Source: an optimization exercise on an open RTL-to-GDS flow (aim: small area, a short achievable clock period and few clock cycles per item). Production flows keep margins and buffers that such runs may drop. The RTL was checked by simulation tests, not by an equivalence proof against the original design. Power is estimated from default activity; no workload was simulated.

## flow/design.v (module list and top-level ports; edited modules follow where they fit)
// module binary_adder: 5 lines
// module adder_subtracter: 13 lines
// module mux2: 6 lines
// module sb16: 36 lines
// module ROM1: 15 lines
// module ROM2: 24 lines
// module mask_d: 45 lines
// module ACC: 122 lines
// module top_ALU: 32 lines
// module addressb: 54 lines
// module fau: 329 lines
// module inversion_rom: 21 lines
// module inversion_new: 145 lines
// module instruction_decoder: 71 lines
// module scalarconv_tnaf: 568 lines
// module scalarconv_top: 41 lines
// module processor: 85 lines
// module program_rom: 94 lines
// module ecsm_fsm: 215 lines
// module ecsm_processor: 24 lines
module ecsm_processor(clk, rst, en_ecsm, done_ecsm, addr, doutb, dina, wea);
  // ...
==> flow/run.sh <==
#!/bin/bash
# synth_recipe.tcl (not shown) runs the flow's synth.tcl, then flattens the netlist and writes it again
# the make line also repeats each setting of config.mk as NAME=value (left out here)
make -C /OpenROAD-flow-scripts/flow DESIGN_CONFIG=/design/flow/config.mk WORK_HOME=/design/flow/orfs CLKGATE_MAP_FILE= SYNTH_SCRIPT=/design/flow/synth_recipe.tcl finish
==> flow/config.mk <==
export PLATFORM = sky130hd
export DESIGN_NAME = ecsm_processor
export DESIGN_NICKNAME = ecsm_processor
export VERILOG_FILES = /design/flow/design.v
export SDC_FILE = /design/flow/constraint.sdc
export NUM_CORES = 4
export LEC_CHECK = 0
export ABC_AREA = 1
export CAP_MARGIN = 20
export CORE_MARGIN = 2
export CORE_UTILIZATION = 40
export SLEW_MARGIN = 20
==> flow/constraint.sdc <==
create_clock -name core_clock -period 10.0 [get_ports {clk}]
set_input_delay 2.0000 -clock core_clock [delete_from_list [all_inputs] [get_ports {clk}]]
set_output_delay 2.0000 -clock core_clock [all_outputs]
set_load 0.01 [all_outputs]
==> flow_metrics.py, run 1 <==
metrics = {
    "job": {
        "cap_viol_max_count": 0,
    },
    "timing": {
        "finalHoldViolCount": 0,
        "fin_crit_ps": 5700,
        "timing.hold.ws_ps": 394,
        "finalCritPeriodShare_pct": 57.0,
    },
    "routing": {
        "vias": 29926,
        "ant_nets": 0,
        "dr_wl_met2_um": 47300,
    },
    "pwr": {
        "pg_seq_w": 0.00176,
        "peakVddDrop_uv": 165,
        "switching_share_pct": 33.5,
        "power_clock_w": 0.00174,
        "p_int_w": 0.00304,
        "total_power_w": 0.00458,
    },
    "synth": {
        "ys_warn_count": 14,
        "yosys.area_share.xor_xnor_pct": 11.9,
        "yosysMostFrequentCell": "nand2_1",
        "synth_cells": 4500,
        "yosysSeqAreaShare_pct": 30.1,
        "synthFlopType": "dfxtp_1",
        "syn_avg_cell_area_um2": 6.78,
        "netlist_area_mm2": 0.0305,
    },
    "setup_path": {
        "startpoint": "doutb[0]",
        "crit_top_cell": "nand2_1",
        "crit_type": "in -> reg",
        "cpPeakStageDelay_ps": 450,
        "timing.rr.start": "i_processor.SC.SC.state[5]",
    },
    "grt": {
        "use_met1_pct": 33.2,
        "grt_usage_pct": 25.9,
    },
    "status": {
        "run_status": "finished clean",
    },
    "cells_and_area": {
        "seq_share_pct": 27.6,
        "area_growth_pct": 9.38,
    },
    "floorplanning": {
        "dieWidth_um": 280,
        "initial_core_util_pct": 40.3,
    },
    "placement": {
        "post_dp_cell_area_mm2": 0.0318,
    },
}
Testbench counts, summed over its fixed seeds: cycles 9,902,116, items 12.
==> module fau, before the edit <==
module fau(clk, rst, mode, baseA, baseB, baseD, doutb, addr, dina, wea, done);
input clk, rst;
input [1:0] mode;
input [7:0] baseA, baseB, baseD;
input [15:0] doutb;
output [7:0] addr;
output reg [15:0] dina;
output wea;
output done;
localparam [7:0] TEMP = 8'd234;
localparam [3:0] S_IDLE = 4'd0, S_MUL = 4'd1, S_MULEND = 4'd2, S_SQP = 4'd3, S_SQR = 4'd4,
                 S_SQC = 4'd5, S_ADD = 4'd6, S_CPY = 4'd7, S_REDP = 4'd8, S_RED = 4'd9,
                 S_DONE = 4'd10;
localparam [3:0] T_NONE = 4'd0, T_RD = 4'd1, T_PE = 4'd2, T_PO = 4'd3, T_RDB = 4'd4,
                 T_RDC = 4'd5, T_P34 = 4'd6, T_P35 = 4'd7, T_P17 = 4'd8, T_RH = 4'd9,
                 T_MW0 = 4'd10, T_MW1 = 4'd11, T_WH = 4'd12, T_SG = 4'd13, T_SQH = 4'd14,
                 T_WX = 4'd15;
localparam [1:0] B_A = 2'd0, B_B = 2'd1, B_D = 2'd2, B_T = 2'd3;
localparam [1:0] O_IA = 2'd0, O_JB = 2'd1, O_I = 2'd2, O_WC = 2'd3;
reg [3:0] state;
reg [4:0] i, ia, jb, p, wc;
reg whi;
reg [1:0] slot;
reg nxtA, bnd, podd, firstel;
reg [1:0] wq;
reg [7:0] addr_r, bD;
reg s_mw0, s_mw1, s_wh;    
reg we_r;
reg [3:0] tag1, tag2;
reg [1:0] gs1, gs2;      
reg [1:0] n_bs, n_os;
reg n_we;
reg [3:0] n_tag;
reg [1:0] n_gs;
assign addr = addr_r;
assign wea = we_r;
assign done = (state == S_DONE);
wire is_bnd = nxtA ? (ia == 5'd17) : (jb == 5'd0);
wire [4:0] pn = p + 5'd1;
wire [5:0] cn = {pn, 1'b0} - 6'd17;    
wire wbs_hi = whi;
always @* begin
  n_bs = B_D;
  n_os = O_WC;
  n_we = 1'b0;
  n_tag = T_NONE;
  n_gs = 2'd0;
  case (state)
    S_MUL: begin
      if (wq != 2'd0) begin
        n_we = 1'b1; n_bs = whi ? B_D : B_T; n_os = O_WC;
        n_tag = (wq == 2'd2) ? T_MW0 : T_MW1;
      end else begin
        n_bs = nxtA ? B_A : B_B; n_os = nxtA ? O_IA : O_JB;
        n_tag = firstel ? T_RD : (podd ? T_PO : T_PE);
      end
    end
    S_MULEND: begin
      if (slot != 2'd0) begin
        n_we = 1'b1; n_bs = B_D; n_os = O_WC;
        n_tag = (slot == 2'd1) ? T_MW0 : T_MW1;
      end
    end
    S_SQP: begin
      n_bs = B_A;
      case (slot)
        2'd0: begin n_tag = T_RD;  n_os = O_IA; end    
        2'd1: begin n_tag = T_SG;  n_os = O_IA; end    
        2'd2: begin n_tag = T_P17; n_os = O_IA; end    
        default: begin n_tag = T_RD; n_os = O_JB; end  
      endcase
    end
    S_SQR: begin
      case (slot)
        2'd0: begin
          n_tag = T_SQH; n_bs = B_A; n_os = O_IA;
          n_gs = (i == 5'd0) ? 2'd1 : (i == 5'd8) ? 2'd3 : 2'd0;
        end
        2'd1: begin
          n_bs = B_A; n_os = O_JB;
          if (i != 5'd8) n_tag = T_RD;
        end
        2'd2: begin n_we = 1'b1; n_tag = T_WX; n_bs = whi ? B_D : B_T; n_os = O_WC; end
        default: begin n_we = 1'b1; n_tag = T_WH; n_bs = whi ? B_D : B_T; n_os = O_WC; end
      endcase
    end
    S_SQC: begin
      if (slot == 2'd0) begin
        n_bs = B_T; n_os = O_I;
        if (i != 5'd10) n_tag = T_RDC;
      end else begin
        if (i != 5'd0) begin n_we = 1'b1; n_tag = T_WX; end
      end
    end
    S_ADD: begin
      if (slot == 2'd0) begin
        n_bs = B_A; n_os = O_I;
        if (i != 5'd18) n_tag = T_RD;
      end else if (slot == 2'd1) begin
        n_bs = B_B; n_os = O_I;
        if (i != 5'd18) n_tag = T_RDB;
      end else begin
        if (i != 5'd0) begin n_we = 1'b1; n_tag = T_WX; end
      end
    end
    S_CPY: begin
      if (slot == 2'd0) begin
        n_bs = B_A; n_os = O_I;
        if (i != 5'd18) n_tag = T_RDC;
      end else begin
        if (i != 5'd0) begin n_we = 1'b1; n_tag = T_WX; end
      end
    end
    S_REDP: begin
      n_os = O_I;
      case (slot)
        2'd0: begin n_tag = T_RD;  n_bs = B_D; end    
        2'd1: begin n_tag = T_P34; n_bs = B_D; end    
        2'd2: begin n_tag = T_P35; n_bs = B_D; end    
        default: begin n_tag = T_P17; n_bs = B_T; end  
      endcase
    end
    S_RED: begin
      if (slot == 2'd0) begin
        n_bs = B_T; n_os = O_I;
        if (i != 5'd18) n_tag = T_RD;
      end else if (slot == 2'd1) begin
        n_bs = B_D; n_os = O_I;
        if (i != 5'd18) begin
          n_tag = T_RH;
          n_gs = (i == 5'd0) ? 2'd1 : (i == 5'd1) ? 2'd2 : (i == 5'd17) ? 2'd3 : 2'd0;
        end
      end else begin
        if (i != 5'd0) begin n_we = 1'b1; n_tag = T_WX; end
      end
    end
    default: ;
  endcase
end
wire [7:0] n_base = (n_bs == B_A) ? baseA : (n_bs == B_B) ? baseB : (n_bs == B_D) ? bD : TEMP;
wire [4:0] n_off = (n_os == O_IA) ? ia : (n_os == O_JB) ? jb : (n_os == O_I) ? i : wc;
always @(posedge clk) begin
  if (rst) begin
    state <= S_IDLE;
    i <= 5'd0; slot <= 2'd0; p <= 5'd0; wc <= 5'd0; whi <= 1'b0;
    ia <= 5'd0; jb <= 5'd1; nxtA <= 1'b0; bnd <= 1'b0; podd <= 1'b1; firstel <= 1'b1;
    wq <= 2'd0;
  end else begin
    if (n_we) wc <= wc + 5'd1;
    case (state)
      S_IDLE: begin
        bD <= baseD;
        case (mode)
          2'd0: begin state <= S_MUL; whi <= 1'b0; end
          2'd1: begin state <= S_SQP; whi <= 1'b0; ia <= 5'd16; jb <= 5'd0; end
          2'd2: begin state <= S_ADD; whi <= 1'b1; end
          default: begin state <= S_CPY; whi <= 1'b1; end
        endcase
      end
      S_MUL: begin
        if (wq != 2'd0) begin
          wq <= wq - 2'd1;
          if (wc == 5'd17) begin wc <= 5'd0; whi <= 1'b1; end
        end else begin
          if (nxtA) ia <= ia + 5'd1; else jb <= jb - 5'd1;
          nxtA <= ~nxtA;
          if (!firstel) podd <= ~podd;
          firstel <= 1'b0;
          if (is_bnd) bnd <= 1'b1;
          if (bnd) begin
            bnd <= 1'b0;
            firstel <= 1'b1;
            if (p == 5'd17) begin
              state <= S_MULEND; slot <= 2'd0;
            end else begin
              p <= pn;
              if (pn <= 5'd8) begin
                nxtA <= 1'b0; ia <= 5'd0; jb <= {pn[3:0], 1'b1}; podd <= 1'b1;
              end else begin
                nxtA <= 1'b1; ia <= cn[4:0]; jb <= 5'd17; podd <= 1'b0;
              end
            end
          end else if (firstel && p != 5'd0) begin
            wq <= 2'd2;
          end
        end
      end
      S_MULEND: begin
        if (slot == 2'd2) begin state <= S_REDP; slot <= 2'd0; i <= 5'd15; wc <= 5'd0; end
        else slot <= slot + 2'd1;
      end
      S_SQP: begin
        slot <= slot + 2'd1;
        case (slot)
          2'd0: ia <= 5'd17;
          2'd1: ia <= 5'd8;
          2'd2: ia <= 5'd9;
          default: begin jb <= 5'd1; state <= S_SQR; i <= 5'd0; end
        endcase
      end
      S_SQR: begin
        slot <= slot + 2'd1;
        if (slot == 2'd0) ia <= ia + 5'd1;
        if (slot == 2'd1) jb <= jb + 5'd1;
        if (slot == 2'd3 && wc == 5'd9) whi <= 1'b1;
        if (slot == 2'd3) begin
          if (i == 5'd8) begin state <= S_SQC; i <= 5'd0; slot <= 2'd0; wc <= 5'd0; end
          else i <= i + 5'd1;
        end
      end
      S_SQC: begin
        if (slot == 2'd1) begin
          slot <= 2'd0;
          if (i == 5'd10) state <= S_DONE;
          else i <= i + 5'd1;
        end else slot <= slot + 2'd1;
      end
      S_ADD: begin
        if (slot == 2'd2) begin
          slot <= 2'd0;
          if (i == 5'd18) state <= S_DONE;
          else i <= i + 5'd1;
        end else slot <= slot + 2'd1;
      end
      S_CPY: begin
        if (slot == 2'd1) begin
          slot <= 2'd0;
          if (i == 5'd18) state <= S_DONE;
          else i <= i + 5'd1;
        end else slot <= slot + 2'd1;
      end
      S_REDP: begin
        slot <= slot + 2'd1;
        if (slot < 2'd2) i <= i + 5'd1;
        if (slot == 2'd3) begin state <= S_RED; slot <= 2'd0; i <= 5'd0; end
      end
      S_RED: begin
        if (slot == 2'd2) begin
          slot <= 2'd0;
          if (i == 5'd18) state <= S_DONE;
          else i <= i + 5'd1;
        end else slot <= slot + 2'd1;
      end
      default: ;
    endcase
  end
end
always @(posedge clk) begin
  if (rst) begin
    we_r <= 1'b0; tag1 <= T_NONE; tag2 <= T_NONE; gs1 <= 2'd0; gs2 <= 2'd0;
  end else begin
    we_r <= n_we; tag1 <= n_tag; tag2 <= tag1; gs1 <= n_gs; gs2 <= gs1;
  end
  s_mw0 <= (n_tag == T_MW0);
  s_mw1 <= (n_tag == T_MW1);
  s_wh <= (n_tag == T_WH);
  addr_r <= n_base + {3'b000, n_off};
end
reg [15:0] W, X, SQ, Hm;
reg [30:0] acc_e, acc_o;
reg [10:0] G;
wire [30:0] prod;
sb16 mul(W, doutb, prod);
function [15:0] fold;    
input [15:0] h, hp;
begin
  fold = h ^ {h[10:0], hp[15:11]} ^ {h[8:0], hp[15:9]} ^ {h[3:0], hp[15:4]};
end
endfunction
function [15:0] spread8;
input [7:0] a;
integer k;
begin
  spread8 = 16'd0;
  for (k = 0; k < 8; k = k + 1) spread8[2*k] = a[k];
end
endfunction
wire is_sq = (tag2 == T_SQH) || (tag2 == T_SG);
wire [15:0] lo_in = spread8(doutb[7:0]);
wire [15:0] hi_in = spread8(doutb[15:8]);
wire [15:0] loS = spread8(SQ[7:0]);
wire [15:0] hiS = spread8(SQ[15:8]);
wire [15:0] loW = spread8(W[7:0]);
wire [15:0] hiW = spread8(W[15:8]);
wire [15:0] Hsq_m1 = (gs2 == 2'd1) ? 16'd0 : {hiS[10:0], loS[15:11]};    
wire [15:0] Hsq_0  = {lo_in[10:0], hiS[15:11]};                         
wire [15:0] Hsq_1  = {hi_in[10:0], lo_in[15:11]};                       
wire [15:0] Ht = {doutb[10:0], SQ[15:11]};             
wire [15:0] fa = is_sq ? fold(Hsq_0, Hsq_m1) : fold(Ht, Hm);
wire [15:0] fb = fold(Hsq_1, Hsq_0);
wire [15:0] H16 = is_sq ? {lo_in[10:0], hiW[15:11]} : Hm;
wire [15:0] H17 = is_sq ? {hi_in[10:0], lo_in[15:11]} : {doutb[10:0], W[15:11]};
wire [15:0] F17 = fold(H17, H16);
wire [15:0] F18w = (H17 >> 11) ^ (H17 >> 9) ^ (H17 >> 4);
wire [5:0]  F18 = F18w[5:0];
wire [15:0] Gf0 = {5'd0, G} ^ {G, 5'd0} ^ {G[8:0], 7'd0} ^ {G[3:0], 12'd0};
wire [15:0] Gf1 = {14'd0, G[10:9]} ^ {9'd0, G[10:4]};
wire [15:0] g0 = (gs2 == 2'd1) ? Gf0 : (gs2 == 2'd2) ? Gf1 : 16'd0;
wire [15:0] Rt0 = W ^ fa ^ g0;
wire [15:0] Rt = (gs2 == 2'd3) ? {5'd0, Rt0[10:0]} : Rt0;
wire [15:0] Rs0 = loW ^ fa ^ ((gs2 == 2'd1) ? Gf0 : 16'd0);
wire [15:0] Rs1a = hiW ^ fb ^ ((gs2 == 2'd1) ? Gf1 : 16'd0);
wire [15:0] Rs1 = (gs2 == 2'd3) ? {5'd0, Rs1a[10:0]} : Rs1a;
always @(posedge clk) begin
  case (tag2)
    T_RD:  W <= doutb;
    T_PE: begin acc_e <= acc_e ^ prod; W <= doutb; end
    T_PO: begin acc_o <= acc_o ^ prod; W <= doutb; end
    T_RDB: X <= W ^ doutb;
    T_RDC: X <= doutb;
    T_P34: begin Hm <= {doutb[10:0], W[15:11]}; W <= doutb; end
    T_P35, T_SG: G <= {F18, F17[15:11]};
    T_P17: begin SQ <= doutb; Hm <= 16'd0; end
    T_RH: begin X <= Rt; Hm <= Ht; SQ <= doutb; end
    T_SQH: begin X <= Rs0; Hm <= Rs1; SQ <= doutb; end
    default: ;
  endcase
  if (tag1 == T_MW1 || rst) begin
    acc_e <= rst ? 31'd0 : {16'd0, acc_o[30:16]};
    acc_o <= 31'd0;
  end
end
always @* begin
  if (s_mw0) dina = acc_e[15:0];
  else if (s_mw1) dina = acc_o[15:0] ^ {1'b0, acc_e[30:16]};
  else if (s_wh) dina = Hm;
  else dina = X;
end
endmodule
==> run 2, diff against run 1 <==
--- a/flow/design.v
+++ b/flow/design.v
@@ -361,12 +361,11 @@
 output done;
 localparam [7:0] TEMP = 8'd234;
 localparam [3:0] S_IDLE = 4'd0, S_MUL = 4'd1, S_MULEND = 4'd2, S_SQP = 4'd3, S_SQR = 4'd4,
-                 S_SQC = 4'd5, S_ADD = 4'd6, S_CPY = 4'd7, S_REDP = 4'd8, S_RED = 4'd9,
-                 S_DONE = 4'd10;
-localparam [3:0] T_NONE = 4'd0, T_RD = 4'd1, T_PE = 4'd2, T_PO = 4'd3, T_RDB = 4'd4,
-                 T_RDC = 4'd5, T_P34 = 4'd6, T_P35 = 4'd7, T_P17 = 4'd8, T_RH = 4'd9,
-                 T_MW0 = 4'd10, T_MW1 = 4'd11, T_WH = 4'd12, T_SG = 4'd13, T_SQH = 4'd14,
-                 T_WX = 4'd15;
+                 S_SQC = 4'd5, S_ADD = 4'd6, S_CPY = 4'd7, S_DONE = 4'd10;
+localparam [4:0] T_NONE = 5'd0, T_RD = 5'd1, T_PE = 5'd2, T_PO = 5'd3, T_RDB = 5'd4,
+                 T_RDC = 5'd5, T_L0 = 5'd6, T_L1 = 5'd7, T_FX0 = 5'd8, T_FX1 = 5'd9,
+                 T_MW0 = 5'd10, T_MW1 = 5'd11, T_WH = 5'd12, T_SG = 5'd13, T_SQH = 5'd14,
+                 T_WX = 5'd15, T_SQ8 = 5'd16;
 localparam [1:0] B_A = 2'd0, B_B = 2'd1, B_D = 2'd2, B_T = 2'd3;
 localparam [1:0] O_IA = 2'd0, O_JB = 2'd1, O_I = 2'd2, O_WC = 2'd3;
 reg [3:0] state;
@@ -374,15 +373,17 @@
 reg whi;
 reg [1:0] slot;
 reg nxtA, bnd, podd, firstel;
-reg [1:0] wq;
+reg [2:0] wq;
+reg qhi;                 
+reg [3:0] ms;            
 reg [7:0] addr_r, bD;
 reg s_mw0, s_mw1, s_wh;    
 reg we_r;
-reg [3:0] tag1, tag2;
+reg [4:0] tag1, tag2;
 reg [1:0] gs1, gs2;      
 reg [1:0] n_bs, n_os;
 reg n_we;
-reg [3:0] n_tag;
+reg [4:0] n_tag;
 reg [1:0] n_gs;
 assign addr = addr_r;
 assign wea = we_r;
@@ -399,26 +400,41 @@
   n_gs = 2'd0;
   case (state)
     S_MUL: begin
-      if (wq != 2'd0) begin
-        n_we = 1'b1; n_bs = whi ? B_D : B_T; n_os = O_WC;
-        n_tag = (wq == 2'd2) ? T_MW0 : T_MW1;
+      if (wq != 3'd0) begin
+        if (!qhi) begin
+          n_we = 1'b1; n_bs = B_T; n_os = O_WC;
+          n_tag = (wq == 3'd2) ? T_MW0 : T_MW1;
+        end else if (wq[2]) begin
+          n_bs = B_T; n_os = O_I; n_tag = T_L0; n_gs = (i == 5'd0) ? 2'd1 : 2'd0;
+        end else if (wq == 3'd3) begin
+          n_bs = B_T; n_os = O_I; n_tag = T_L1;
+        end else begin
+          n_we = 1'b1; n_bs = B_D; n_os = O_WC; n_tag = (wq == 3'd2) ? T_WX : T_WH;
+        end
       end else begin
         n_bs = nxtA ? B_A : B_B; n_os = nxtA ? O_IA : O_JB;
         n_tag = firstel ? T_RD : (podd ? T_PO : T_PE);
       end
     end
     S_MULEND: begin
-      if (slot != 2'd0) begin
-        n_we = 1'b1; n_bs = B_D; n_os = O_WC;
-        n_tag = (slot == 2'd1) ? T_MW0 : T_MW1;
-      end
+      case (ms)
+        4'd1: begin n_bs = B_T; n_os = O_I; n_tag = T_L0; end
+        4'd2: begin n_bs = B_T; n_os = O_I; n_tag = T_L1; n_gs = 2'd3; end
+        4'd3: begin n_we = 1'b1; n_tag = T_WX; end
+        4'd4: begin n_we = 1'b1; n_tag = T_WH; end
+        4'd5: begin n_bs = B_D; n_os = O_I; n_tag = T_FX0; end
+        4'd6: begin n_bs = B_D; n_os = O_I; n_tag = T_FX1; end
+        4'd7: begin n_we = 1'b1; n_tag = T_WX; end
+        4'd8: begin n_we = 1'b1; n_tag = T_WH; end
+        default: ;
+      endcase
     end
     S_SQP: begin
       n_bs = B_A;
       case (slot)
         2'd0: begin n_tag = T_RD;  n_os = O_IA; end    
         2'd1: begin n_tag = T_SG;  n_os = O_IA; end    
-        2'd2: begin n_tag = T_P17; n_os = O_IA; end    
+        2'd2: begin n_tag = T_SQ8; n_os = O_IA; end    
         default: begin n_tag = T_RD; n_os = O_JB; end  
       endcase
     end
@@ -463,29 +479,6 @@
         if (i != 5'd0) begin n_we = 1'b1; n_tag = T_WX; end
       end
     end
-    S_REDP: begin
-      n_os = O_I;
-      case (slot)
-        2'd0: begin n_tag = T_RD;  n_bs = B_D; end    
-        2'd1: begin n_tag = T_P34; n_bs = B_D; end    
-        2'd2: begin n_tag = T_P35; n_bs = B_D; end    
-        default: begin n_tag = T_P17; n_bs = B_T; end  
-      endcase
-    end
-    S_RED: begin
-      if (slot == 2'd0) begin
-        n_bs = B_T; n_os = O_I;
-        if (i != 5'd18) n_tag = T_RD;
-      end else if (slot == 2'd1) begin
-        n_bs = B_D; n_os = O_I;
-        if (i != 5'd18) begin
-          n_tag = T_RH;
-          n_gs = (i == 5'd0) ? 2'd1 : (i == 5'd1) ? 2'd2 : (i == 5'd17) ? 2'd3 : 2'd0;
-        end
-      end else begin
-        if (i != 5'd0) begin n_we = 1'b1; n_tag = T_WX; end
-      end
-    end
     default: ;
   endcase
 end
@@ -496,7 +489,7 @@
     state <= S_IDLE;
     i <= 5'd0; slot <= 2'd0; p <= 5'd0; wc <= 5'd0; whi <= 1'b0;
     ia <= 5'd0; jb <= 5'd1; nxtA <= 1'b0; bnd <= 1'b0; podd <= 1'b1; firstel <= 1'b1;
-    wq <= 2'd0;
+    wq <= 3'd0; qhi <= 1'b0; ms <= 4'd0;
   end else begin
     if (n_we) wc <= wc + 5'd1;
     case (state)
@@ -510,9 +503,10 @@
         endcase
       end
       S_MUL: begin
-        if (wq != 2'd0) begin
-          wq <= wq - 2'd1;
-          if (wc == 5'd17) begin wc <= 5'd0; whi <= 1'b1; end
+        if (wq != 3'd0) begin
+          wq <= wq - 3'd1;
+          if (!qhi && wc == 5'd17) wc <= 5'd0;
+          if (qhi && wq[2:1] != 2'd1) i <= i + 5'd1;
         end else begin
           if (nxtA) ia <= ia + 5'd1; else jb <= jb - 5'd1;
           nxtA <= ~nxtA;
@@ -523,7 +517,7 @@
             bnd <= 1'b0;
             firstel <= 1'b1;
             if (p == 5'd17) begin
-              state <= S_MULEND; slot <= 2'd0;
+              state <= S_MULEND; ms <= 4'd0;
             end else begin
               p <= pn;
               if (pn <= 5'd8) begin
@@ -533,13 +527,18 @@
               end
             end
           end else if (firstel && p != 5'd0) begin
-            wq <= 2'd2;
+            wq <= (p >= 5'd10) ? 3'd4 : 3'd2;
+            qhi <= (p >= 5'd10);
           end
         end
       end
       S_MULEND: begin
-        if (slot == 2'd2) begin state <= S_REDP; slot <= 2'd0; i <= 5'd15; wc <= 5'd0; end
-        else slot <= slot + 2'd1;
+        ms <= ms + 4'd1;
+        if (ms == 4'd1) i <= i + 5'd1;
+        if (ms == 4'd2) i <= 5'd0;
+        if (ms == 4'd4) wc <= 5'd0;
+        if (ms == 4'd5) i <= i + 5'd1;
+        if (ms == 4'd8) state <= S_DONE;
       end
       S_SQP: begin
         slot <= slot + 2'd1;
@@ -581,18 +580,6 @@
           else i <= i + 5'd1;
         end else slot <= slot + 2'd1;
       end
-      S_REDP: begin
-        slot <= slot + 2'd1;
-        if (slot < 2'd2) i <= i + 5'd1;
-        if (slot == 2'd3) begin state <= S_RED; slot <= 2'd0; i <= 5'd0; end
-      end
-      S_RED: begin
-        if (slot == 2'd2) begin
-          slot <= 2'd0;
-          if (i == 5'd18) state <= S_DONE;
-          else i <= i + 5'd1;
-        end else slot <= slot + 2'd1;
-      end
       default: ;
     endcase
   end
@@ -608,7 +595,7 @@
   s_wh <= (n_tag == T_WH);
   addr_r <= n_base + {3'b000, n_off};
 end
-reg [15:0] W, X, SQ, Hm;
+reg [15:0] W, X, SQ, Hm, Pm1, Pm2;
 reg [30:0] acc_e, acc_o;
 reg [10:0] G;
 wire [30:0] prod;
@@ -634,22 +621,25 @@
 wire [15:0] hiS = spread8(SQ[15:8]);
 wire [15:0] loW = spread8(W[7:0]);
 wire [15:0] hiW = spread8(W[15:8]);
+wire [15:0] Pw0 = acc_e[15:0];
+wire [15:0] Pw1 = acc_o[15:0] ^ {1'b0, acc_e[30:16]};
 wire [15:0] Hsq_m1 = (gs2 == 2'd1) ? 16'd0 : {hiS[10:0], loS[15:11]};    
 wire [15:0] Hsq_0  = {lo_in[10:0], hiS[15:11]};                         
 wire [15:0] Hsq_1  = {hi_in[10:0], lo_in[15:11]};                       
-wire [15:0] Ht = {doutb[10:0], SQ[15:11]};             
-wire [15:0] fa = is_sq ? fold(Hsq_0, Hsq_m1) : fold(Ht, Hm);
-wire [15:0] fb = fold(Hsq_1, Hsq_0);
-wire [15:0] H16 = is_sq ? {lo_in[10:0], hiW[15:11]} : Hm;
-wire [15:0] H17 = is_sq ? {hi_in[10:0], lo_in[15:11]} : {doutb[10:0], W[15:11]};
+wire [15:0] Hm_m1 = (gs2 == 2'd1) ? 16'd0 : {Pm1[10:0], Pm2[15:11]};    
+wire [15:0] Hm_0  = {Pw0[10:0], Pm1[15:11]};                            
+wire [15:0] Hm_1  = {Pw1[10:0], Pw0[15:11]};                            
+wire [15:0] fa = is_sq ? fold(Hsq_0, Hsq_m1) : fold(Hm_0, Hm_m1);
+wire [15:0] fb = is_sq ? fold(Hsq_1, Hsq_0) : fold(Hm_1, Hm_0);
+wire [15:0] H16 = is_sq ? {lo_in[10:0], hiW[15:11]} : Hm_0;
+wire [15:0] H17 = is_sq ? {hi_in[10:0], lo_in[15:11]} : Hm_1;
 wire [15:0] F17 = fold(H17, H16);
 wire [15:0] F18w = (H17 >> 11) ^ (H17 >> 9) ^ (H17 >> 4);
 wire [5:0]  F18 = F18w[5:0];
 wire [15:0] Gf0 = {5'd0, G} ^ {G, 5'd0} ^ {G[8:0], 7'd0} ^ {G[3:0], 12'd0};
 wire [15:0] Gf1 = {14'd0, G[10:9]} ^ {9'd0, G[10:4]};
-wire [15:0] g0 = (gs2 == 2'd1) ? Gf0 : (gs2 == 2'd2) ? Gf1 : 16'd0;
-wire [15:0] Rt0 = W ^ fa ^ g0;
-wire [15:0] Rt = (gs2 == 2'd3) ? {5'd0, Rt0[10:0]} : Rt0;
+wire [15:0] Rm1a = doutb ^ fb;
+wire [15:0] Rm1 = (gs2 == 2'd3) ? {5'd0, Rm1a[10:0]} : Rm1a;
 wire [15:0] Rs0 = loW ^ fa ^ ((gs2 == 2'd1) ? Gf0 : 16'd0);
 wire [15:0] Rs1a = hiW ^ fb ^ ((gs2 == 2'd1) ? Gf1 : 16'd0);
 wire [15:0] Rs1 = (gs2 == 2'd3) ? {5'd0, Rs1a[10:0]} : Rs1a;
@@ -660,16 +650,20 @@
     T_PO: begin acc_o <= acc_o ^ prod; W <= doutb; end
     T_RDB: X <= W ^ doutb;
     T_RDC: X <= doutb;
-    T_P34: begin Hm <= {doutb[10:0], W[15:11]}; W <= doutb; end
-    T_P35, T_SG: G <= {F18, F17[15:11]};
-    T_P17: begin SQ <= doutb; Hm <= 16'd0; end
-    T_RH: begin X <= Rt; Hm <= Ht; SQ <= doutb; end
+    T_L0: begin X <= doutb ^ fa; G <= {F18, F17[15:11]}; end
+    T_L1: Hm <= Rm1;
+    T_FX0: X <= doutb ^ Gf0;
+    T_FX1: Hm <= doutb ^ Gf1;
+    T_SG: G <= {F18, F17[15:11]};
+    T_SQ8: SQ <= doutb;
     T_SQH: begin X <= Rs0; Hm <= Rs1; SQ <= doutb; end
     default: ;
   endcase
-  if (tag1 == T_MW1 || rst) begin
+  if (tag1 == T_MW1 || tag1 == T_WH || rst) begin
     acc_e <= rst ? 31'd0 : {16'd0, acc_o[30:16]};
     acc_o <= 31'd0;
+    Pm2 <= Pw0;
+    Pm1 <= Pw1;
   end
 end
 always @* begin
==> flow_metrics.py, run 2 <==
metrics = {
    "grt": {
        "overflow": 0,
        "grt_pass1_wl_um": 170000,
        "grt_max_degree": 52,
        "grt_usage_pct": 26.1,
        "antenna_found_initial": 1,
        "grt_pass1_vias": 29323,
    },
    "synth": {
        "yosys-top-cells-area": "dfxtp_1 (17%), edfxtp_1 (14%), nand2_1 (13%)",
        "synth_fp_nets": 4791,
        "synth_common_cells": "nand2_1 (1096), nor2_1 (546), inv_1 (505)",
        "synthArstFlopShare_pct": 0,
        "netlist.area_leader.share_pct": 17.1,
        "synth_cells": 4667,
        "synth_edf_count": 152,
        "synthFlopType": "dfxtp_1",
        "yosysMostFrequentCell": "nand2_1",
        "ys_ff_latch": 425,
        "synth_cell_types": 63,
        "syn_avg_cell_area_um2": 6.84,
        "synth_top_cell_by_area": "dfxtp_1",
        "netlist_area_mm2": 0.0319,
        "ys_warn_count": 14,
        "yosysSeqAreaShare_pct": 31.4,
    },
    "clocking": {
        "cts_made_buffers": 51,
        "cts-resized-gates": 0,
        "cts_tree": "built",
        "cts.sink_count": 425,
        "post-cts-setup-buffers": 0,
        "clkLatencyLatePin_ps": 630,
        "cts.path.max_buffers": 3,
        "h-tree-depth": 2,
        "ctsHoldBuffers": 0,
        "root_buffer": "clkbuf_16",
        "clk_pin_slew_ps": 60,
    },
    "floorplanning": {
        "core_mm2": 0.0790,
        "die_area_mm2": 0.0821,
        "initial_core_util_pct": 40.4,
        "die_h_um": 287,
        "dieWidth_um": 287,
        "row_count": 103,
        "pin_count": 45,
    },
    "setup_path": {
        "reg2regPathDepth": 27,
        "crit_arrival_ps": 6090,
        "start_kind": "input port",
        "timing.rr.start": "i_processor.SC.SC.state[1]",
        "required_ps": 10450,
        "crit_top_cell": "nand2_1",
        "cp.depth": 27,
        "worstSetupEndpointType": "flop",
        "cpPeakStageDelay_ps": 450,
        "crit_fanout": 26,
        "reg2reg_setup_slack_ps": 4980,
        "cpMaxStageDelayCell": "clkdlybuf4s50_1",
        "critPathCapture": "i_processor.ALU.AL.CL[12]",
        "crit_type": "in -> reg",
        "reg2reg_to": "i_processor.address_SC_r[5]",
        "startpoint": "doutb[0]",
        "path_buf_inv": 4,
        "crit_family": "compound AO/OA/AOI/OAI gates",
    },
    "routing": {
        "wl_per_cell_um": 19.1,
        "wirelength_um": 109000,
        "first_pass_iters": 8,
        "drcViolationCount": 0,
        "vias": 31379,
        "viasPerCell": 5.48,
        "ant_nets": 0,
        "dr.first_iter.drc_count": 3237,
    },
    "timing": {
        "fin_crit_ps": 5640,
        "final-setup-viol-count": 0,
        "slew_headroom_pct": 24.3,
        "finalCritPeriodShare_pct": 56.4,
        "worst_slew_pin_slew_ps": 1130,
        "finalSetupTns_ps": 0,
        "report.final.slew_viol_count": 0,
        "finalHoldViolCount": 0,
        "fmax_mhz": 177,
        "fin_worst_skew_ps": 45.3,
        "rsz0062_at_grt": "false",
    },
    "pwr": {
        "peakVddDrop_uv": 135,
        "powerDensity_mw_per_mm2": 136,
        "leakagePower_nw": 15.0,
    },
    "status": {
        "run_status": "finished clean",
    },
    "cells_and_area": {
        "fin_cells": 5731,
        "top_regs": "i_processor.FU.acc_e (31), i_processor.FU.acc_o (31)",
        "final_common_cell": "nand2_1",
        "layout.nets": 4761,
        "drive_gt1_share_pct": 4.98,
        "final_cell_area_mm2": 0.0352,
        "layout_common_cells": "nand2_1 (1096), nor2_1 (543), inv_1 (505), o21ai_0 (308), dfxtp_1 (273)",
        "area_growth_pct": 10.3,
    },
    "placement": {
        "post_dp_cell_area_mm2": 0.0334,
        "placedCellCount": 5633,
        "port_buffers": 44,
        "gp_congestion": 0.971,
        "hpwlAfterDp_um": 79700,
    },
    "min_path": {
        "min_path_type": "reg -> reg",
    },
    "job": {
        "cap_viol_max_count": 0,
    },
}
-- run 2: where the power goes --
| group | internal (W) | switching [W] |
|---|---|---|
| combinational | 0.000284 | 0.000638 |
| clock | 0.00118 | 0.000819 |
| sequential | 0.00184 | 0.0000404 |
-- run 2: worst min path at each step --
stage,startpoint,to,cells after the start
after global routing,i_processor.SC.SC.mask_d_en,i_processor.ALU.AL.mskd.mask_d_en_delayed,0
after detailed placement,i_processor.FU.gs1[0],i_processor.FU.gs2[0],2
after floorplan,i_processor.SC.SC.mask_d_en,i_processor.ALU.AL.mskd.mask_d_en_delayed,0
after global placement,i_processor.SC.SC.mask_d_en,i_processor.ALU.AL.mskd.mask_d_en_delayed,0
final,i_processor.FU.gs1[0],i_processor.FU.gs2[0],2
after CTS,i_processor.FU.gs1[0],i_processor.FU.gs2[0],2
-- run 2: logic make-up (layout without fill, tap and decap cells) --
family	count (synthesis)	count (layout)	synth area share, %
flops	425	425	31.4
buf+inv	715	728	8.48
compound gates	837	837	15.5
fa+ha+maj	105	105	4.23
other cells	0	1	0
mux	6	6	0.188
simple gates	2121	2121	27.6
xor+xnor	458	458	12.6
-- run 2: cell type report --
type | instances | area [um2]
timing repair buffer | 93 | 816
clock buffer | 75 | 1530
fill | 8216 | 43800
multi-input combinational | 3527 | 19200
sequential | 425 | 10000
antenna | 1 | 2.50
inverter | 539 | 2020
tap | 1050 | 1310
clock inverter | 21 | 295
-- run 2: routing by layer --
layer | track usage (%) | wire, um | up-vias
li1 | - | - | 15266
met1 | 36.9 | 49500 | 14582
met2 | 41.1 | 48200 | 1311
met3 | 3.86 | 8510 | 218
met4 | 7.58 | 3130 | 2
met5 | 0 | 13 | -
-- run 2: stage by stage --
step | worst slack [ps] | total power, W | hold slack, ps | utilization, %
after floorplan | 4830 | 0.00254 | 364 | -
after global placement | 3830 | 0.00283 | 405 | 42.3
after detailed placement | 3850 | 0.00281 | 403 | 42.3
after CTS | 4440 | 0.00482 | 404 | 44.6
after global routing | 3960 | 0.00500 | 420 | 44.6
final | 4360 | 0.00480 | 400 | 44.6
-- run 2: tightest hold or removal path, stage by stage, from the launching register on --
cell and delay [ps]:
dfxtp_1 290, inv_1 40, nor2_1 30
Testbench counts of run 2, summed over its fixed seeds: cycles 9,358,612, items 12.
==> module adder_subtracter, before the edit <==
module adder_subtracter(a, b, carry_in, add_sub, s, carry_out);
input [15:0] a, b;
input carry_in;
input add_sub; 			 
output [15:0] s;
output carry_out;
wire [15:0] w1;
wire [16:0] w2;
assign w1 = (add_sub==0) ? b : ~b;
assign w2 = a + w1 + (carry_in ^ add_sub);
assign carry_out = w2[16] ^ add_sub;
assign s = w2[15:0];
endmodule
==> module ecsm_fsm, before the edit <==
module ecsm_fsm(clk, rst, en_ecsm, en_primitive, done_primitive, done_ecsm,
                k_even, done_k, k_bits, k_end, prog_addr);
input clk, rst;
input en_ecsm;
output reg en_primitive;
input done_primitive;
output done_ecsm;
input k_even, done_k;
input [1:0] k_bits, k_end;
output [6:0] prog_addr;
localparam [6:0] PNTR_GET_K         = 7'd0;
localparam [6:0] PNTR_PRECOMP_B     = 7'd1;
localparam [6:0] PNTR_PRECOMP_E     = 7'd23;
localparam [6:0] PNTR_FLIP_R_B      = 7'd24;
localparam [6:0] PNTR_FLIP_D_B      = 7'd25;
localparam [6:0] PNTR_RANDBASE_B    = 7'd26;
localparam [6:0] PNTR_RANDBASE_E    = 7'd28;
localparam [6:0] PNTR_FROBMAP_B     = 7'd29;
localparam [6:0] PNTR_FROBMAP_E     = 7'd34;
localparam [6:0] PNTR_ADDINIT_P_B   = 7'd35;
localparam [6:0] PNTR_ADDINIT_P_E   = 7'd37;
localparam [6:0] PNTR_ADDINIT_M_B   = 7'd38;
localparam [6:0] PNTR_ADDINIT_M_E   = 7'd40;
localparam [6:0] PNTR_SUBINIT_P_B   = 7'd41;
localparam [6:0] PNTR_SUBINIT_P_E   = 7'd43;
localparam [6:0] PNTR_SUBINIT_M_B   = 7'd44;
localparam [6:0] PNTR_SUBINIT_M_E   = 7'd46;
localparam [6:0] PNTR_ADDSUB_B      = 7'd47;
localparam [6:0] PNTR_ADDSUB_E      = 7'd66;
localparam [6:0] PNTR_AFFINE_B      = 7'd67;
localparam [6:0] PNTR_AFFINE_E      = 7'd71;
localparam [6:0] PNTR_CHGBASE_P_R_B = 7'd72;
localparam [6:0] PNTR_CHGBASE_P_R_E = 7'd73;
localparam [6:0] PNTR_CHGBASE_M_R_B = 7'd74;
localparam [6:0] PNTR_CHGBASE_M_R_E = 7'd75;
localparam [6:0] PNTR_CHGBASE_D_B   = 7'd76;
localparam [6:0] PNTR_CHGBASE_D_E   = 7'd77;
localparam [5:0] ST_IDLE = 6'd0, ST_GET_MSB_E = 6'd1,
  ST_PRECOMP_B = 6'd2, ST_PRECOMP_C = 6'd3, ST_PRECOMP_E = 6'd4,
  ST_CHGBASE_P_R_B = 6'd5, ST_CHGBASE_P_R_C = 6'd6, ST_CHGBASE_P_R_E = 6'd7,
  ST_CHGBASE_M_R_B = 6'd8, ST_CHGBASE_M_R_C = 6'd9, ST_CHGBASE_M_R_E = 6'd10,
  ST_CHGBASE_D_B = 6'd11, ST_CHGBASE_D_C = 6'd12, ST_CHGBASE_D_E = 6'd13,
  ST_FLIP_R_B = 6'd14, ST_FLIP_R_E = 6'd15,
  ST_FLIP_D_B = 6'd16, ST_FLIP_D_E = 6'd17,
  ST_RANDBASE_B = 6'd18, ST_RANDBASE_C = 6'd19, ST_RANDBASE_E = 6'd20,
  ST_GET_K_B = 6'd21, ST_GET_K_E = 6'd22,
  ST_FROB_B = 6'd23, ST_FROB_C = 6'd24, ST_FROB_E = 6'd25,
  ST_PADD_P_B = 6'd26, ST_PADD_P_C = 6'd27, ST_PADD_P_E = 6'd28,
  ST_PADD_M_B = 6'd29, ST_PADD_M_C = 6'd30, ST_PADD_M_E = 6'd31,
  ST_PSUB_P_B = 6'd32, ST_PSUB_P_C = 6'd33, ST_PSUB_P_E = 6'd34,
  ST_PSUB_M_B = 6'd35, ST_PSUB_M_C = 6'd36, ST_PSUB_M_E = 6'd37,
  ST_PADDSUB_B = 6'd38, ST_PADDSUB_C = 6'd39, ST_PADDSUB_E = 6'd40,
  ST_END = 6'd41,
  ST_AFFINE_B = 6'd42, ST_AFFINE_C = 6'd43, ST_AFFINE_E = 6'd44;
reg [5:0] state;
reg [6:0] cntr, cntr_value;
reg cntr_set, cntr_up;
reg final_proc;
always @(posedge clk)
begin
  if(rst)
    cntr <= 7'd0;
  else if(cntr_set)
    cntr <= cntr_value;
  else if(cntr_up)
    cntr <= cntr + 1'b1;
end
always @(posedge clk)
begin
  if(rst)
    final_proc <= 1'b1;
  else if(state == ST_IDLE)
    final_proc <= 1'b0;
  else if(state == ST_END)
    final_proc <= 1'b1;
end
always @*
begin
  en_primitive = 1'b0;
  cntr_value = PNTR_GET_K;
  cntr_set = 1'b0;
  cntr_up = 1'b0;
  case(state)
    ST_IDLE:          begin cntr_value = PNTR_GET_K; cntr_set = 1'b1; end
    ST_GET_MSB_E:     en_primitive = 1'b1;
    ST_PRECOMP_B:     begin cntr_value = PNTR_PRECOMP_B; cntr_set = 1'b1; end
    ST_CHGBASE_P_R_B: begin cntr_value = PNTR_CHGBASE_P_R_B; cntr_set = 1'b1; end
    ST_CHGBASE_M_R_B: begin cntr_value = PNTR_CHGBASE_M_R_B; cntr_set = 1'b1; end
    ST_CHGBASE_D_B:   begin cntr_value = PNTR_CHGBASE_D_B; cntr_set = 1'b1; end
    ST_FLIP_R_B:      begin cntr_value = PNTR_FLIP_R_B; cntr_set = 1'b1; end
    ST_FLIP_D_B:      begin cntr_value = PNTR_FLIP_D_B; cntr_set = 1'b1; end
    ST_RANDBASE_B:    begin cntr_value = PNTR_RANDBASE_B; cntr_set = 1'b1; end
    ST_FROB_B:        begin cntr_value = PNTR_FROBMAP_B; cntr_set = 1'b1; end
    ST_GET_K_B:       begin cntr_value = PNTR_GET_K; cntr_set = 1'b1; end
    ST_PADD_P_B:      begin cntr_value = PNTR_ADDINIT_P_B; cntr_set = 1'b1; end
    ST_PADD_M_B:      begin cntr_value = PNTR_ADDINIT_M_B; cntr_set = 1'b1; end
    ST_PSUB_P_B:      begin cntr_value = PNTR_SUBINIT_P_B; cntr_set = 1'b1; end
    ST_PSUB_M_B:      begin cntr_value = PNTR_SUBINIT_M_B; cntr_set = 1'b1; end
    ST_PADDSUB_B:     begin cntr_value = PNTR_ADDSUB_B; cntr_set = 1'b1; end
    ST_AFFINE_B:      begin cntr_value = PNTR_AFFINE_B; cntr_set = 1'b1; end
    ST_PRECOMP_C, ST_CHGBASE_P_R_C, ST_CHGBASE_M_R_C, ST_CHGBASE_D_C, ST_RANDBASE_C,
    ST_FROB_C, ST_PADD_P_C, ST_PADD_M_C, ST_PSUB_P_C, ST_PSUB_M_C, ST_PADDSUB_C,
    ST_AFFINE_C:      cntr_up = 1'b1;
    ST_PRECOMP_E, ST_CHGBASE_P_R_E, ST_CHGBASE_M_R_E, ST_CHGBASE_D_E, ST_FLIP_R_E,
    ST_FLIP_D_E, ST_RANDBASE_E, ST_GET_K_E, ST_FROB_E, ST_PADD_P_E, ST_PADD_M_E,
    ST_PSUB_P_E, ST_PSUB_M_E, ST_PADDSUB_E,
    ST_AFFINE_E:      en_primitive = 1'b1;
    default: ;
  endcase
end
always @(posedge clk)
begin
  if(rst)
    state <= ST_IDLE;
  else
    case(state)
      ST_IDLE:      if(en_ecsm) state <= ST_GET_MSB_E;
      ST_GET_MSB_E: if(done_primitive) state <= ST_PRECOMP_B;
      ST_PRECOMP_B, ST_PRECOMP_C: state <= ST_PRECOMP_E;
      ST_PRECOMP_E:
        if(done_primitive) begin
          if(cntr == PNTR_PRECOMP_E) begin
            if(k_even) begin
              if(k_bits[0] ^ k_bits[1]) state <= ST_CHGBASE_M_R_B;
              else state <= ST_CHGBASE_P_R_B;
            end else
              state <= ST_CHGBASE_D_B;
          end else
            state <= ST_PRECOMP_C;
        end
      ST_CHGBASE_P_R_B, ST_CHGBASE_P_R_C: state <= ST_CHGBASE_P_R_E;
      ST_CHGBASE_P_R_E:
        if(done_primitive) begin
          if(cntr == PNTR_CHGBASE_P_R_E) state <= k_bits[0] ? ST_FLIP_D_B : ST_FLIP_R_B;
          else state <= ST_CHGBASE_P_R_C;
        end
      ST_CHGBASE_M_R_B, ST_CHGBASE_M_R_C: state <= ST_CHGBASE_M_R_E;
      ST_CHGBASE_M_R_E:
        if(done_primitive) begin
          if(cntr == PNTR_CHGBASE_M_R_E) state <= k_bits[0] ? ST_FLIP_D_B : ST_FLIP_R_B;
          else state <= ST_CHGBASE_M_R_C;
        end
      ST_CHGBASE_D_B, ST_CHGBASE_D_C: state <= ST_CHGBASE_D_E;
      ST_CHGBASE_D_E:
        if(done_primitive) begin
          if(cntr == PNTR_CHGBASE_D_E) state <= k_bits[1] ? ST_FLIP_D_B : ST_FLIP_R_B;
          else state <= ST_CHGBASE_D_C;
        end
      ST_FLIP_R_B: state <= ST_FLIP_R_E;
      ST_FLIP_R_E: if(done_primitive) state <= ST_RANDBASE_B;
      ST_FLIP_D_B: state <= ST_FLIP_D_E;
      ST_FLIP_D_E: if(done_primitive) state <= ST_RANDBASE_B;
      ST_RANDBASE_B, ST_RANDBASE_C: state <= ST_RANDBASE_E;
      ST_RANDBASE_E:
        if(done_primitive) begin
          if(cntr == PNTR_RANDBASE_E) state <= ST_FROB_B;
          else state <= ST_RANDBASE_C;
        end
      ST_GET_K_B: state <= ST_GET_K_E;
      ST_GET_K_E:
        if(done_primitive) begin
          if(k_bits[0]) state <= k_bits[1] ? ST_PADD_P_B : ST_PADD_M_B;
          else          state <= k_bits[1] ? ST_PSUB_M_B : ST_PSUB_P_B;
        end
      ST_FROB_B, ST_FROB_C: state <= ST_FROB_E;
      ST_FROB_E:
        if(done_primitive) begin
          if(cntr == PNTR_FROBMAP_E) state <= ST_GET_K_B;
          else state <= ST_FROB_C;
        end
      ST_PADD_P_B, ST_PADD_P_C: state <= ST_PADD_P_E;
      ST_PADD_P_E:
        if(done_primitive) begin
          if(cntr == PNTR_ADDINIT_P_E) state <= ST_PADDSUB_B;
          else state <= ST_PADD_P_C;
        end
      ST_PADD_M_B, ST_PADD_M_C: state <= ST_PADD_M_E;
      ST_PADD_M_E:
        if(done_primitive) begin
          if(cntr == PNTR_ADDINIT_M_E) state <= ST_PADDSUB_B;
          else state <= ST_PADD_M_C;
        end
      ST_PSUB_P_B, ST_PSUB_P_C: state <= ST_PSUB_P_E;
      ST_PSUB_P_E:
        if(done_primitive) begin
          if(cntr == PNTR_SUBINIT_P_E) state <= ST_PADDSUB_B;
          else state <= ST_PSUB_P_C;
        end
      ST_PSUB_M_B, ST_PSUB_M_C: state <= ST_PSUB_M_E;
      ST_PSUB_M_E:
        if(done_primitive) begin
          if(cntr == PNTR_SUBINIT_M_E) state <= ST_PADDSUB_B;
          else state <= ST_PSUB_M_C;
        end
      ST_PADDSUB_B, ST_PADDSUB_C: state <= ST_PADDSUB_E;
      ST_PADDSUB_E:
        if(done_primitive) begin
          if(cntr == PNTR_ADDSUB_E) state <= done_k ? ST_END : ST_FROB_B;
          else state <= ST_PADDSUB_C;
        end
      ST_END:
        if(!final_proc && k_end[1]) state <= k_end[0] ? ST_PSUB_P_B : ST_PADD_M_B;
        else state <= ST_AFFINE_B;
      ST_AFFINE_B, ST_AFFINE_C: state <= ST_AFFINE_E;
      ST_AFFINE_E:
        if(done_primitive) begin
          if(cntr == PNTR_AFFINE_E) state <= ST_IDLE;
          else state <= ST_AFFINE_C;
        end
      default: state <= ST_IDLE;
    endcase
end
assign done_ecsm = (state == ST_IDLE);
assign prog_addr = cntr;
endmodule
==> module ecsm_processor, before the edit <==
module ecsm_processor(clk, rst, en_ecsm, done_ecsm, addr, doutb, dina, wea);
input clk, rst;
input en_ecsm;
output done_ecsm;
output [7:0] addr;
input [15:0] doutb;
output [15:0] dina;
output wea;
wire [6:0] prog_addr;
wire [2:0] inst;
wire [3:0] addr_opa, addr_opb, addr_res;
wire en_primitive, done_primitive;
wire done_k, k_even;
wire [1:0] k_bits, k_end;
wire [5:0] state_SC;
wire proc_rst = rst | done_ecsm;
ecsm_fsm i_ecsm_fsm(.clk(clk), .rst(rst), .en_ecsm(en_ecsm), .en_primitive(en_primitive),
                    .done_primitive(done_primitive), .done_ecsm(done_ecsm), .k_even(k_even),
                    .done_k(done_k), .k_bits(k_bits), .k_end(k_end), .prog_addr(prog_addr));
program_rom i_program_rom(.prog_addr(prog_addr), .inst(inst), .addr_opa(addr_opa),
                          .addr_opb(addr_opb), .addr_res(addr_res));
processor i_processor(clk, proc_rst, en_primitive, inst, addr_res, addr_opa, addr_opb, addr, doutb, dina, wea,
                      k_even, done_k, k_bits, k_end, done_primitive, state_SC);
endmodule
==> run 3, diff against run 2 <==
--- a/flow/design.v
+++ b/flow/design.v
@@ -10,11 +10,25 @@
 output [15:0] s;
 output carry_out;
 wire [15:0] w1;
-wire [16:0] w2;
 assign w1 = (add_sub==0) ? b : ~b;
-assign w2 = a + w1 + (carry_in ^ add_sub);
-assign carry_out = w2[16] ^ add_sub;
-assign s = w2[15:0];
+reg [16:0] G, P;
+integer d, i;
+always @* begin
+  G[0] = carry_in ^ add_sub;
+  P[0] = 1'b0;
+  for (i = 0; i < 16; i = i + 1) begin
+    G[i+1] = a[i] & w1[i];
+    P[i+1] = a[i] ^ w1[i];
+  end
+  for (d = 1; d < 17; d = d * 2)
+    for (i = 16; i >= 1; i = i - 1)
+      if (i >= d) begin
+        G[i] = G[i] | (P[i] & G[i-d]);
+        P[i] = P[i] & P[i-d];
+      end
+end
+assign s = a ^ w1 ^ G[15:0];
+assign carry_out = G[16] ^ add_sub;
 endmodule
 module mux2(in1, in2, sel, out);
 input [15:0] in1, in2;
@@ -1758,9 +1772,7 @@
 reg final_proc;
 always @(posedge clk)
 begin
-  if(rst)
-    cntr <= 7'd0;
-  else if(cntr_set)
+  if(cntr_set)
     cntr <= cntr_value;
   else if(cntr_up)
     cntr <= cntr + 1'b1;
@@ -1928,7 +1940,7 @@
 wire done_k, k_even;
 wire [1:0] k_bits, k_end;
 wire [5:0] state_SC;
-wire proc_rst = rst | done_ecsm;
+wire proc_rst = done_ecsm;	 
 ecsm_fsm i_ecsm_fsm(.clk(clk), .rst(rst), .en_ecsm(en_ecsm), .en_primitive(en_primitive),
                     .done_primitive(done_primitive), .done_ecsm(done_ecsm), .k_even(k_even),
                     .done_k(done_k), .k_bits(k_bits), .k_end(k_end), .prog_addr(prog_addr));
==> flow_metrics.py, run 3 <==
metrics = {
    "floorplanning": {
        "dieWidth_um": 288,
        "die_area_mm2": 0.0827,
        "initial_core_util_pct": 40.6,
        "core_mm2": 0.0793,
        "row_count": 103,
        "pin_count": 45,
        "die_h_um": 288,
    },
    "routing": {
        "dr_wl_met2_um": 46700,
        "m1WireLength_um": 49500,
        "dr.first_iter.drc_count": 3481,
        "viasPerCell": 5.49,
        "highest_layer": "met5",
        "first_pass_iters": 9,
        "vias": 31628,
        "wl_per_cell_um": 18.8,
        "wirelength_um": 108000,
        "ant_nets": 0,
        "routed-wl-met3_um": 9420,
        "drcViolationCount": 0,
    },
    "pwr": {
        "p_sw_w": 0.00253,
        "powerDensity_mw_per_mm2": 180,
        "switching_share_pct": 39.8,
        "seqPwrFrac_pct": 31.4,
        "p_int_w": 0.00383,
        "p_clk_share_pct": 31.1,
        "leakagePower_nw": 15.0,
        "peakVddDrop_uv": 184,
        "pwr-share-comb_pct": 37.5,
    },
    "job": {
        "cap_viol_max_count": 0,
    },
    "placement": {
        "gp_congestion": 1.01,
        "hpwlAfterDp_um": 78900,
        "post_dp_cell_area_mm2": 0.0336,
        "port_buffers": 44,
        "placedCellCount": 5661,
    },
    "synth": {
        "synthArstFlopShare_pct": 0,
        "yosysMostFrequentCell": "nand2_1",
        "synth_edf_count": 159,
        "synth_cell_types": 67,
        "ys_ff_latch": 425,
        "netlist_area_mm2": 0.0322,
        "synth_common_cells": "nand2_1 (1120), nor2_1 (543), inv_1 (509)",
        "netlist.area_leader.share_pct": 16.6,
        "syn_avg_cell_area_um2": 6.84,
        "synth_top_cell_by_area": "dfxtp_1",
        "ys_warn_count": 15,
        "synthFlopType": "dfxtp_1",
        "synth_cells": 4702,
        "yosys-top-cells-area": "dfxtp_1 (17%), edfxtp_1 (15%), nand2_1 (13%)",
        "synth_fp_nets": 4823,
        "yosysSeqAreaShare_pct": 31.4,
    },
    "cells_and_area": {
        "drive_gt1_share_pct": 4.91,
        "final_cell_area_mm2": 0.0354,
        "area_growth_pct": 10.1,
        "top_regs": "i_processor.FU.acc_e (31), i_processor.FU.acc_o (31)",
        "layout_common_cells": "nand2_1 (1120), nor2_1 (540), inv_1 (509), o21ai_0 (318), dfxtp_1 (266)",
        "fin_cells": 5756,
        "final_common_cell": "nand2_1",
        "layout.nets": 4785,
        "diodes": 0,
    },
    "status": {
        "run_status": "finished clean",
    },
    "clocking": {
        "clk_pin_slew_ps": 60,
        "ctsHoldBuffers": 0,
        "h-tree-depth": 2,
        "cts.path.max_buffers": 3,
        "cts_tree": "built",
        "root_buffer": "clkbuf_16",
        "cts_made_buffers": 51,
        "cts-resized-gates": 0,
        "cts.sink_count": 425,
        "clkLatencyLatePin_ps": 630,
        "post-cts-setup-buffers": 0,
    },
    "timing": {
        "slew_headroom_pct": 28.8,
        "rsz0062_at_grt": "false",
        "finalCritPeriodShare_pct": 55.8,
        "fin_crit_ps": 5580,
        "fmax_mhz": 179,
        "finalHoldViolCount": 0,
        "report.final.slew_viol_count": 0,
        "fin_worst_skew_ps": 38.5,
        "final-setup-viol-count": 0,
        "finalSetupTns_ps": 0,
        "worst_slew_pin_slew_ps": 1060,
    },
    "setup_path": {
        "startpoint": "doutb[0]",
        "required_ps": 10340,
        "crit_fanout": 27,
        "reg2regPathDepth": 30,
        "timing.rr.start": "i_processor.SC.SC.state[2]",
        "reg2reg_to": "i_processor.address_SC_r[6]",
        "crit_type": "in -> reg",
        "reg2reg_setup_slack_ps": 4770,
        "critPathCapture": "i_processor.ALU.AL.CL[13]",
        "crit_arrival_ps": 5920,
        "start_kind": "input port",
        "worstSetupEndpointType": "flop",
    },
    "grt": {
        "grt_pass1_wl_um": 170000,
        "grt_usage_pct": 25.8,
        "antenna_found_initial": 1,
        "grt_pass1_vias": 29219,
        "overflow": 0,
        "grt_max_degree": 49,
    },
    "min_path": {
        "min_path_type": "reg -> reg",
    },
}
run 3: logic make-up (layout without fill, tap and decap cells):
family	Yosys count	after routing	share of synthesized area (%)
compound gates	859	859	15.8
xor+xnor	458	458	12.5
fa+ha+maj	102	102	4.06
buf+inv	718	722	8.52
flops	425	425	31.4
mux	3	3	0.0934
simple gates	2137	2137	27.7
run 3: how the worst min path moves through the flow:
stage	startpoint	endpoint	slack, ps	depth (start not counted)
final	i_processor.SC.SC.mask_d_en	i_processor.ALU.AL.mskd.mask_d_en_delayed	370	0
after global placement	i_processor.SC.SC.mask_d_en	i_processor.ALU.AL.mskd.mask_d_en_delayed	370	0
after global routing	i_processor.SC.SC.mask_d_en	i_processor.ALU.AL.mskd.mask_d_en_delayed	380	0
after floorplan	i_processor.SC.SC.mask_d_en	i_processor.ALU.AL.mskd.mask_d_en_delayed	350	0
after detailed placement	i_processor.SC.SC.mask_d_en	i_processor.ALU.AL.mskd.mask_d_en_delayed	360	0
after CTS	i_processor.SC.SC.mask_d_en	i_processor.ALU.AL.mskd.mask_d_en_delayed	370	0
run 3: layer usage:
metal,vias to the layer above,track usage [%]
li1,15410,-
met1,14676,36.7
met5,-,0
met2,1339,39.8
met3,201,4.77
met4,2,6.63
run 3: power by group through the flow:
stage	logic [W]	registers (W)	clock network (W)
finish	0.00238	0.00200	0.00198
global route	0.00263	0.00201	0.00209
CTS	0.00233	0.00200	0.00202
detailed placement	0.00232	0.00204	0
global placement	0.00237	0.00203	0
floorplan	0.00163	0.00200	0
run 3: per-stage QoR:
step	total power, W	util [%]	setup WS (ps)	hold slack [ps]
floorplan	0.00363	-	4930	351
finish	0.00636	44.7	4420	369
CTS	0.00635	44.7	4470	371
global route	0.00673	44.7	3980	378
global placement	0.00440	42.4	3870	370
detailed placement	0.00435	42.4	3870	365
run 3: critical path, stage by stage:
cell	delay [ps]
clkdlybuf4s50_1	460
buf_4	400
xor2_1	250
nand2_1	130
o21ai_0	160
nand2_1	80
xor2_1	170
fa_1	470
nand2_1	70
inv_1	50
a21oi_1	220
nor2_1	60
nor2_1	90
o21bai_1	100
nand2_1	70
nand2_1	50
a21oi_1	300
nor2_1	70
nor2_1	90
o21bai_1	90
nand2_1	70
nand2_1	40
nand2_1	50
nand2_1	80
nand3_1	90
nand2_1	50
nand2_1	60
a21oi_1	60
run 3: area by class of cell:
type | instances | area (um2)
flip-flops and latches | 425 | 10100
inverters | 530 | 1990
repair buffers | 97 | 838
well taps | 1050 | 1310
clock inverters | 25 | 288
multi-input cells | 3559 | 19400
clock buffers | 70 | 1520
fillers | 8237 | 43800
Testbench counts of run 3, summed over its fixed seeds: cycles 9,358,612, items 12.

==> port drivers added, routing unchanged <==
No port has a modelled driver above. Below, the same layouts with a new extraction and two added sets of constraints.
Step 1 assumes that a clkbuf_16 drives the clock port and a buf_2 every other input.
Step 2, shift: input delay + t, output delay - t, t = (earliest + latest rising clock arrival at the registers) / 2. This alone moves slack from input paths to output paths.
Three values: ideal ports, drivers, drivers and shift; two values: the first two.
| run | t (ns) | setup WS [ns] | hold slack, ns | worst register clock-pin slew, ns | cell pins on the clock port's net |
|---|---|---|---|---|---|
| run 1 | 0.661 | 4.300 / 4.342 / 3.681 | 0.394 / 0.394 / 0.394 | 0.07 / 0.07 | 1 |
| run 2 | 0.679 | 4.358 / 4.367 / 3.711 | 0.400 / 0.400 / 0.400 | 0.07 / 0.07 | 1 |
| run 3 | 0.673 | 4.416 / 4.458 / 3.784 | 0.369 / 0.369 / 0.369 | 0.07 / 0.07 | 1 |
After both steps every run listed still meets setup and hold. The setup slack of run 2, which loses most, moves by +0.009 ns with the drivers and by -0.647 ns with both steps.
